Background: an optimization exercise with open tools, aiming at small area. Do not read the settings as production practice. The RTL was checked by simulation tests, not by an equivalence proof against the original design. Power and IR drop assume default switching activity.

==> flow/design.v <==
module input_port(clk,rst,sw,input_flit,head,Credit_out);
	input clk,rst,sw;
	input [31:0] input_flit;
	output [31:0] head;
	output reg Credit_out;
	reg [191:0] mem;
	reg [2:0] rp, wq;
	wire [5:0] rd = {rp[2] & ~rp[1], rp[1] & ~rp[0], rp[2] & rp[0], rp[1] & ~rp[2], rp[0] & ~rp[1], ~rp[2] & ~rp[0]};
	wire [5:0] wp = {wq[2] & ~wq[1], wq[1] & ~wq[0], wq[2] & wq[0], wq[1] & ~wq[2], wq[0] & ~wq[1], ~wq[2] & ~wq[0]};
	reg full;        
	reg req_r;       
	wire shift = sw & req_r;
	wire empty = (rp == wq) & ~full;
	wire adv   = shift & ~empty;
	wire full1 = full & ~adv;
	wire acc   = ~full1 & (input_flit[31:30] != 2'b00);
	wire [2:0] wq_inc = {wq[1:0],~wq[2]};
	always @(posedge clk) begin
		req_r <= (head[31:30] != 2'b11);
		if (rst) begin
			rp <= 3'b000;
			wq <= 3'b000;
			full <= 1'b0;
			Credit_out <= 1'b0;
		end else begin
			if (shift) Credit_out <= 1'b1;
			if (adv) rp <= {rp[1:0],~rp[2]};
			if (acc) wq <= {wq[1:0],~wq[2]};
			full <= full ? (~adv | acc) : (acc & ~adv & (wq_inc == rp));
		end
	end
	genvar j;
	generate for (j = 0; j < 6; j = j + 1) begin : slot
		always @(posedge clk)
			if (wp[j] & ~full1)
				mem[32*j +: 32] <= input_flit;
	end endgenerate
	assign head = ({32{rd[0]}} & mem[31:0])    | ({32{rd[1]}} & mem[63:32])  |
	              ({32{rd[2]}} & mem[95:64])   | ({32{rd[3]}} & mem[127:96]) |
	              ({32{rd[4]}} & mem[159:128]) | ({32{rd[5]}} & mem[191:160]);
endmodule
module routing_logic(clk,rst_d,type_h,xdest,ydest,want);
	parameter P = 0;
	input clk,rst_d;
	input [1:0] type_h,xdest,ydest;
	output [4:0] want;
	reg [4:0] st;
	wire xw = (xdest == 2'd0);
	wire xe = xdest[1];
	wire yn = (ydest == 2'd0);
	wire ys = ydest[1];
	wire [4:0] dir = xw ? 5'b10000 : xe ? 5'b01000 : yn ? 5'b00010 : ys ? 5'b00100 : 5'b00001;
	wire [4:0] tgt = dir & ~(5'b00001 << P);
	assign want = rst_d ? 5'b00000 :
	              (type_h == 2'b01) ? tgt :
	              type_h[1] ? (st & ~(5'b00001 << P)) : 5'b00000;    
	always @(posedge clk)
		st <= want;
endmodule
module Switch_Allocator(clk,rst,credit_in,req,grant,grant_next);
	input clk,rst,credit_in;
	input [3:0] req;
	output reg [3:0] grant;
	output [3:0] grant_next;
	reg [31:0] count;
	wire cnt_ok = ~count[31] & (|count[30:1]);
	wire keep = |(grant & req);
	wire [3:0] first = {req[3] & ~|req[2:0], req[2] & ~|req[1:0], req[1] & ~req[0], req[0]};
	assign grant_next = (rst | ~cnt_ok) ? 4'b0000 : keep ? grant : first;
	wire idle_next = ~|grant_next;
	wire dn = ~idle_next & ~credit_in;
	wire [31:0] t;
	assign t[0] = ~(idle_next ^ credit_in);
	genvar i;
	generate for (i = 1; i < 32; i = i + 1) begin : chain
		assign t[i] = t[i-1] & (count[i-1] ^ dn);
	end endgenerate
	always @(posedge clk) begin
		grant <= grant_next;
		if (rst)
			count <= 32'd6;
		else
			count <= count ^ t;
	end
endmodule
module delay_element(clk,rst,sel_flit,out_flit);
	input clk,rst;
	input [31:0] sel_flit;
	output reg [31:0] out_flit;
	reg [30:0] held;    
	wire hd = (sel_flit[31:30] == 2'b01) & ~rst;
	wire nh = (sel_flit[31:30] != 2'b01) & ~rst;
	always @(posedge clk) begin
		held <= {31{hd}} & sel_flit[30:0];
		out_flit <= ({32{hd}} & {1'b0,held}) | ({32{nh}} & sel_flit);
	end
endmodule
module crossbar_switch(clk,sel,h0,h1,h2,h3,sel_flit);
	input clk;
	input [3:0] sel;
	input [31:0] h0,h1,h2,h3;
	output reg [31:0] sel_flit;
	always @(posedge clk)
		sel_flit <= ({32{sel[0]}} & h0) | ({32{sel[1]}} & h1) | ({32{sel[2]}} & h2) | ({32{sel[3]}} & h3);
endmodule
module router(clk,rst,input_flit_Local,input_flit_North, input_flit_South, input_flit_East,input_flit_West,credit_inL,credit_inN,credit_inS,credit_inE,credit_inW,Credit_outL,Credit_outN,Credit_outS,Credit_outE,Credit_outW,Local_output,North_output,South_output,East_output,West_output);
	input clk;
	input rst;
	input[31:0] input_flit_Local, input_flit_North, input_flit_South, input_flit_East,input_flit_West;
	input credit_inL,credit_inN,credit_inS,credit_inE,credit_inW;
	output Credit_outL,Credit_outN,Credit_outS,Credit_outE,Credit_outW;
	output[31:0] Local_output,North_output,South_output,East_output,West_output;
	wire [31:0] hL,hN,hS,hE,hW;              
	wire [4:0] wL,wN,wS,wE,wW;               
	wire [3:0] gL,gN,gS,gE,gW;               
	wire [3:0] gnL,gnN,gnS,gnE,gnW;          
	wire [31:0] zL,zN,zS,zE,zW;              
	reg rst_d;
	always @(posedge clk) rst_d <= rst;
	wire swL = gN[0] | gS[0] | gE[0] | gW[0];
	wire swN = gL[0] | gS[1] | gE[1] | gW[1];
	wire swS = gL[1] | gN[1] | gE[2] | gW[2];
	wire swE = gL[2] | gN[2] | gS[2] | gW[3] | gL[3];   
	wire swW = gL[3] | gN[3] | gS[3] | gE[3];
	input_port input_portL(clk,rst,swL,input_flit_Local,hL,Credit_outL);
	input_port input_portN(clk,rst,swN,input_flit_North,hN,Credit_outN);
	input_port input_portS(clk,rst,swS,input_flit_South,hS,Credit_outS);
	input_port input_portE(clk,rst,swE,input_flit_East,hE,Credit_outE);
	input_port input_portW(clk,rst,swW,input_flit_West,hW,Credit_outW);
	routing_logic #(0) routing_L(clk,rst_d,hL[31:30],hL[23:22],hL[21:20],wL);
	routing_logic #(1) routing_N(clk,rst_d,hN[31:30],hN[23:22],hN[21:20],wN);
	routing_logic #(2) routing_S(clk,rst_d,hS[31:30],hS[23:22],hS[21:20],wS);
	routing_logic #(3) routing_E(clk,rst_d,hE[31:30],hE[23:22],hE[21:20],wE);
	routing_logic #(4) routing_W(clk,rst_d,hW[31:30],hW[23:22],hW[21:20],wW);
	Switch_Allocator sa_L(clk,rst,credit_inL,{wW[0],wE[0],wS[0],wN[0]},gL,gnL);
	Switch_Allocator sa_N(clk,rst,credit_inN,{wW[1],wE[1],wS[1],wL[1]},gN,gnN);
	Switch_Allocator sa_S(clk,rst,credit_inS,{wW[2],wE[2],wN[2],wL[2]},gS,gnS);
	Switch_Allocator sa_E(clk,rst,credit_inE,{wW[3],wS[3],wN[3],wL[3]},gE,gnE);
	Switch_Allocator sa_W(clk,rst,credit_inW,{wE[4],wS[4],wN[4],wL[4]},gW,gnW);
	crossbar_switch xb_L(clk,gnL,hN,hS,hE,hW,zL);
	crossbar_switch xb_N(clk,gnN,hL,hS,hE,hW,zN);
	crossbar_switch xb_S(clk,gnS,hL,hN,hE,hW,zS);
	crossbar_switch xb_E(clk,gnE,hL,hN,hS,hW,zE);
	crossbar_switch xb_W(clk,gnW,hL,hN,hS,hE,zW);
	delay_element out_L(clk,rst,zL,Local_output);
	delay_element out_N(clk,rst,zN,North_output);
	delay_element out_S(clk,rst,zS,South_output);
	delay_element out_E(clk,rst,zE,East_output);
	delay_element out_W(clk,rst,zW,West_output);
endmodule
==> flow/config.mk <==
export PLATFORM = sky130hd
export DESIGN_NAME = router
export DESIGN_NICKNAME = router
export VERILOG_FILES = /design/flow/design.v
export SDC_FILE = /design/flow/constraint.sdc
export NUM_CORES = 4
export LEC_CHECK = 0
export CAP_MARGIN = 20
export CORE_MARGIN = 2
export CORE_UTILIZATION = 40
export PLACE_DENSITY = 0.85
export SLEW_MARGIN = 20
==> flow/constraint.sdc <==
create_clock -name core_clock -period 10.0 [get_ports {clk}]
set_input_delay 2.0000 -clock core_clock [delete_from_list [all_inputs] [get_ports {clk}]]
set_output_delay 2.0000 -clock core_clock [all_outputs]
set_load 0.01 [all_outputs]
standard.sh (not shown) runs the stock make flow with config.mk's settings and CLKGATE_MAP_FILE= SYNTH_SCRIPT=/design/flow/synth_recipe.tcl, a recipe that flattens the netlist after the stock synthesis.
==> flow/flow/run.sh <==
#!/bin/bash
# Layout flow: the standard ORFS flow, with an area-oriented ABC mapping,
# CTS without dummy loads and with smaller clock buffers, and single-drive
# port buffers.  Every tool's output is in orfs/logs; make's output in flow.log.
set -euo pipefail
here=$(pwd)
rm -rf "$here/scripts_area"
cp -r "$FLOW_HOME/scripts" "$here/scripts_area"
cp "$here/flow/abc_area.script" "$here/scripts_area/abc_area.script"
bash standard.sh \
  SCRIPTS_DIR="$here/scripts_area" \
  ABC_AREA=1 \
  BUFFER_PORTS_ARGS="-buffer_cell sky130_fd_sc_hd__buf_1" \
  CTS_ARGS="-sink_clustering_enable -repair_clock_nets -dont_use_dummy_load -buf_list sky130_fd_sc_hd__clkbuf_4 -sink_clustering_size 10 -sink_clustering_max_diameter 40" \
  finish > "$here/flow.log" 2>&1
==> flow/flow/abc_area.script <==
strash
&get -n
&st
&dch -x
&nf -a -R 1000 -p -C 32
&put
strash
&get -n
&st
&dch -x
&nf -a -R 1000 -p -C 32
&put
The starting point ran to the end with no violations.
==> next run, changes <==
PLACE_DENSITY = unset   (was 0.85)
What happened:
- The changed run completed without violations
- clock skew increases by 0.026 ns
- final area increases by 0.32%
- core utilization increases by 0.14 points
- power increases by 1.1%
- non-clock buffer count increases by 4
- sequential power hardly moves

==> what the ideal ports hide <==
How much do the figures lean on ideal ports? The routed layouts below were timed once more, with nothing changed but the port constraints.
Step 1 assumes that a clkbuf_16 drives the clock port and a buf_2 every other input.
Step 2 moves the port delays by t, midway between the first and last clock arrival at a register: inputs arrive t later, outputs are due t later. That takes back most of the time a late clock gives input paths.
a / b / c = no drivers / after step 1 / after step 2; a / b = the first two.
| run | t (ns) | setup WS [ns] | worst setup path at the end | worst register clock-pin slew, ns |
|---|---|---|---|---|
| the first run | 1.241 | 0.649 / 0.649 / 0.649 | register to register | 0.12 / 0.12 |
| the second run | 1.292 | 0.935 / 0.935 / 0.935 | register to register | 0.12 / 0.12 |
After both steps every run listed still meets setup and hold.
